Context: an optimization exercise on an open-source flow, tuned for small area, a short achievable clock period and few clock cycles per item. The choices shown serve that exercise and are no tape-out recipe. RTL that was checked went through simulation tests only; none was proved equivalent to the original. No driver is modelled on the clock port, so clocking that relies on it looks cheaper here than on a real chip. Power figures rest on the tool's default switching activity, not on a simulated workload.

## job 9747
## mkMACBuff
module mkMACBuff (
    input  CLK,
    input  RST_N,
    input  EN_mac,
    output RDY_mac,
    input  [15:0] mac_vectA_0,
    input  [15:0] mac_vectB_0,
    input  [15:0] mac_vectA_1,
    input  [15:0] mac_vectB_1,
    input  [15:0] mac_vectA_2,
    input  [15:0] mac_vectB_2,
    input  [15:0] mac_vectA_3,
    input  [15:0] mac_vectB_3,
    output EN_writeMem,
    output [5:0] writeMem_addr,
    output [33:0] writeMem_val,
    input  EN_blockRead,
    output RDY_blockRead,
    output EN_readMem,
    output [5:0] readMem_addr,
    input  [33:0] readMem_val,
    output VALID_memVal,
    output [33:0] memVal_data
);
Size in the first run: about 3,300 cells after synthesis, ~250 I/O pins.
==> flow/config.mk <==
export PLATFORM = sky130hd
export DESIGN_NAME = mkMACBuff
export DESIGN_NICKNAME = mkMACBuff
export VERILOG_FILES = /design/flow/design.v
export SDC_FILE = /design/flow/constraint.sdc
export NUM_CORES = 4
export LEC_CHECK = 0
export CAP_MARGIN = 20
export CORE_MARGIN = 2
export CORE_UTILIZATION = 40
export CTS_CLUSTER_DIAMETER = 110
export CTS_CLUSTER_SIZE = 25
export HOLD_SLACK_MARGIN = 0.05
export SETUP_SLACK_MARGIN = 2.25
export SLEW_MARGIN = 20
export SYNTH_HIERARCHICAL = 1
export SYNTH_MINIMUM_KEEP_SIZE = 0
==> flow/constraint.sdc <==
create_clock -name core_clock -period 4.5 [get_ports {CLK}]
set_input_delay 0.9000 -clock core_clock [delete_from_list [all_inputs] [get_ports {CLK}]]
set_output_delay 0.9000 -clock core_clock [all_outputs]
set_load 0.01 [all_outputs]
standard.sh (not shown) runs the stock make flow with config.mk's settings and CLKGATE_MAP_FILE= SYNTH_SCRIPT=/design/flow/synth_recipe.tcl, a recipe that flattens the netlist after the stock synthesis.
==> flow/flow/run.sh <==
#!/bin/bash
# The standard layout (the standard.sh, standard synthesis unchanged), with
# two changes:
#  - the port buffers that global placement inserts on every input and output
#    are buf_2 cells instead of the default choice;
#  - flow/t1_skew.tcl (run before clock tree synthesis) gives the first tree
#    register bank (t1_*) a later clock: useful skew between register banks
#    inside the datapath (no register that takes a port input or drives an
#    output port is moved).
# Each ORFS step writes its full log under orfs/logs/; make's own output goes
# to standard.log.
bash standard.sh BUFFER_PORTS_ARGS="-buffer_cell sky130_fd_sc_hd__buf_2" \
  PRE_CTS_TCL="$PWD/flow/t1_skew.tcl" finish > standard.log 2>&1
Other scripts of this flow, unchanged in this note and not shown: flow/flow/t1_skew.tcl
Testbench counts of job 9747, summed over its fixed seeds: cycles 14,464, items 12,288.
What job 9590 does differently from job 9747 at the input level:
Settings: CTS_CLUSTER_DIAMETER changed from 110 to 100; SETUP_SLACK_MARGIN changed from 2.25 to 2.2; CTS_CLUSTER_SIZE changed from 25 to 20.
[summary]
Job 9590 | stages: all done | timing, DRC, antenna: all pass. Job 9590 against job 9747; placer congestion estimate is up by a few percent. Per the comparison of job 9590 with job 9747, via-per-instance ratio held steady; worst path setup slack after routing fell by 39 ps; later-pin clock latency in the skew report up 50 ps; wire length reported by the detailed router was more or less identical. Job 9590 vs job 9747: internal reg-to-reg setup slack down in job 9590. Taking job 9747 as the reference point, the share of power burned in combinational logic of job 9590 falls by 1.6 points.

---

mkMACBuff, a different RTL version from the one above (not shown whole).
Size: roughly 3400 cells after synthesis, about 690 flip-flops, roughly 250 I/O pins, ~41000 um^2 of cells after synthesis.
// mkMACBuff
module mkMACBuff (
    input  CLK,
    input  RST_N,
    input  EN_mac,
    output RDY_mac,
    input  [15:0] mac_vectA_0,
    input  [15:0] mac_vectB_0,
    input  [15:0] mac_vectA_1,
    input  [15:0] mac_vectB_1,
    input  [15:0] mac_vectA_2,
    input  [15:0] mac_vectB_2,
    input  [15:0] mac_vectA_3,
    input  [15:0] mac_vectB_3,
    output EN_writeMem,
    output [5:0] writeMem_addr,
    output [33:0] writeMem_val,
    input  EN_blockRead,
    output RDY_blockRead,
    output EN_readMem,
    output [5:0] readMem_addr,
    input  [33:0] readMem_val,
    output VALID_memVal,
    output [33:0] memVal_data
);
    logic [15:0] a0, b0, a1, b1, a2, b2, a3, b3;
    assign a0 = mac_vectA_0;
    assign b0 = mac_vectB_0;
    assign a1 = mac_vectA_1;
    assign b1 = mac_vectB_1;
    assign a2 = mac_vectA_2;
    assign b2 = mac_vectB_2;
    assign a3 = mac_vectA_3;
    assign b3 = mac_vectB_3;
logic [33:0] res;
reg [15:0] a0_r, b0_r, a1_r, b1_r, a2_r, b2_r, a3_r, b3_r;
always_ff @(posedge CLK) begin
    a0_r <= a0; b0_r <= b0;
    a1_r <= a1; b1_r <= b1;
    a2_r <= a2; b2_r <= b2;
    a3_r <= a3; b3_r <= b3;
end
wire pp0_0_0 = ~(a0_r[0] & b0_r[0]);
wire pp0_0_1 = ~(a0_r[0] & b0_r[1]);
wire pp0_0_2 = ~(a0_r[0] & b0_r[2]);
wire pp0_0_3 = ~(a0_r[0] & b0_r[3]);
wire pp0_0_4 = ~(a0_r[0] & b0_r[4]);
wire pp0_0_5 = ~(a0_r[0] & b0_r[5]);
wire pp0_0_6 = ~(a0_r[0] & b0_r[6]);
wire pp0_0_7 = ~(a0_r[0] & b0_r[7]);
wire pp0_0_8 = ~(a0_r[0] & b0_r[8]);
wire pp0_0_9 = ~(a0_r[0] & b0_r[9]);
  ...
Settings: LEC_CHECK=0, CAP_MARGIN=20, CORE_MARGIN=2, CORE_UTILIZATION=40, CTS_CLUSTER_DIAMETER=100, CTS_CLUSTER_SIZE=20, SETUP_SLACK_MARGIN=2.0, SLEW_MARGIN=20, SYNTH_HIERARCHICAL=1, SYNTH_MINIMUM_KEEP_SIZE=0; clock period 4.5 ns.
==> flow/flow/run.sh <==
#!/bin/bash
# The standard layout (the standard.sh, standard synthesis unchanged), with
# one change: the port buffers that global placement inserts on every input
# and output are buf_2 cells instead of the default choice.
# Each ORFS step writes its full log under orfs/logs/; make's own output goes
# to standard.log.
bash standard.sh BUFFER_PORTS_ARGS="-buffer_cell sky130_fd_sc_hd__buf_2" finish > standard.log 2>&1
The baseline ran to the end with no violations.
Edit:
==> flow/flow/run.sh (replaced) <==
#!/bin/bash
# The standard layout (the standard.sh, standard synthesis unchanged), with
# two changes:
#  - the port buffers that global placement inserts on every input and output
#    are buf_2 cells instead of the default choice;
#  - before clock tree synthesis, flow/t1_clock.tcl puts the first tree
#    register bank (t1_*) behind one extra clock buffer: useful skew between
#    register banks inside the datapath (no port-facing register is moved).
# Each ORFS step writes its full log under orfs/logs/; make's own output goes
# to standard.log.
bash standard.sh BUFFER_PORTS_ARGS="-buffer_cell sky130_fd_sc_hd__buf_2" \
  PRE_CTS_TCL="$PWD/flow/t1_clock.tcl" finish > standard.log 2>&1
==> flow/flow/t1_clock.tcl (new file) <==
# Hook run before clock tree synthesis: the first tree register bank (t1_*)
# gets its clock through one extra clock buffer, so its clock arrives a
# little later than the other registers' (useful skew between the input
# registers, whose paths to t1 are the longest register-to-register paths,
# and the t2 registers). Only paths between registers are affected: t1
# registers neither take inputs from ports nor drive outputs.
set block [ord::get_db_block]
set clk_net [$block findNet CLK]
set master [[ord::get_db] findMaster sky130_fd_sc_hd__clkbuf_16]
set buf [odb::dbInst_create $block $master skew_t1_clkbuf]
set net [odb::dbNet_create $block skew_t1_clk]
$net setSigType CLOCK
[$buf findITerm A] connect $clk_net
[$buf findITerm X] connect $net
set n 0
set sx 0
set sy 0
foreach inst [$block getInsts] {
  if {[string match "t1_*" [$inst getName]] && [string match "sky130_fd_sc_hd__df*" [[$inst getMaster] getName]]} {
    set it [$inst findITerm CLK]
    $it disconnect
    $it connect $net
    set loc [$inst getLocation]
    incr sx [lindex $loc 0]
    incr sy [lindex $loc 1]
    incr n
  }
}
$buf setLocation [expr {$sx / $n}] [expr {$sy / $n}]
$buf setPlacementStatus PLACED
puts "t1_clock.tcl: moved $n t1 registers to clock net skew_t1_clk"
- SETUP_SLACK_MARGIN: 2.0 -> 2.15
Outcome: The new run completed without violations; global-route usage came out higher by 0.81 points; first-iteration DRC count climbs by 6.2%; register-to-register slack improved by 160 ps; area after synthesis is unchanged.
No functional check of the RTL was part of any run of this note.

port drivers added, routing unchanged:
No port has a modelled driver above. Below, the same layouts with a new extraction and two added sets of constraints.
Step 1 assumes that a clkbuf_16 drives the clock port and a buf_2 every other input.
Step 2, shift: input delay + t, output delay - t, t = (earliest + latest rising clock arrival at the registers) / 2. This alone moves slack from input paths to output paths.
Slacks: no drivers / after step 1 / after step 2; pairs: no drivers / after step 1.
| run | t, ns | setup slack, ns | clock arrival spread, ns | worst slew at a driven data input, ns |
|---|---|---|---|---|
| job 9747 | 1.170 | 2.208 / 2.208 / 2.208 | 0.757 / 0.756 | 0.08 |
| job 9590 | 1.200 | 2.168 / 2.168 / 2.168 | 0.788 / 0.789 | 0.09 |
| the first run of note 2 | 0.680 | 1.984 / 1.984 / 1.984 | 0.054 / 0.053 | 0.09 |
| the second run of note 2 | 0.920 | 2.148 / 2.114 / 2.148 | 0.187 / 0.187 | 0.07 |
In job 9747 and job 9590 the clock reaches the registers at very different times; t lies between them, and the last value is a rough guide only.
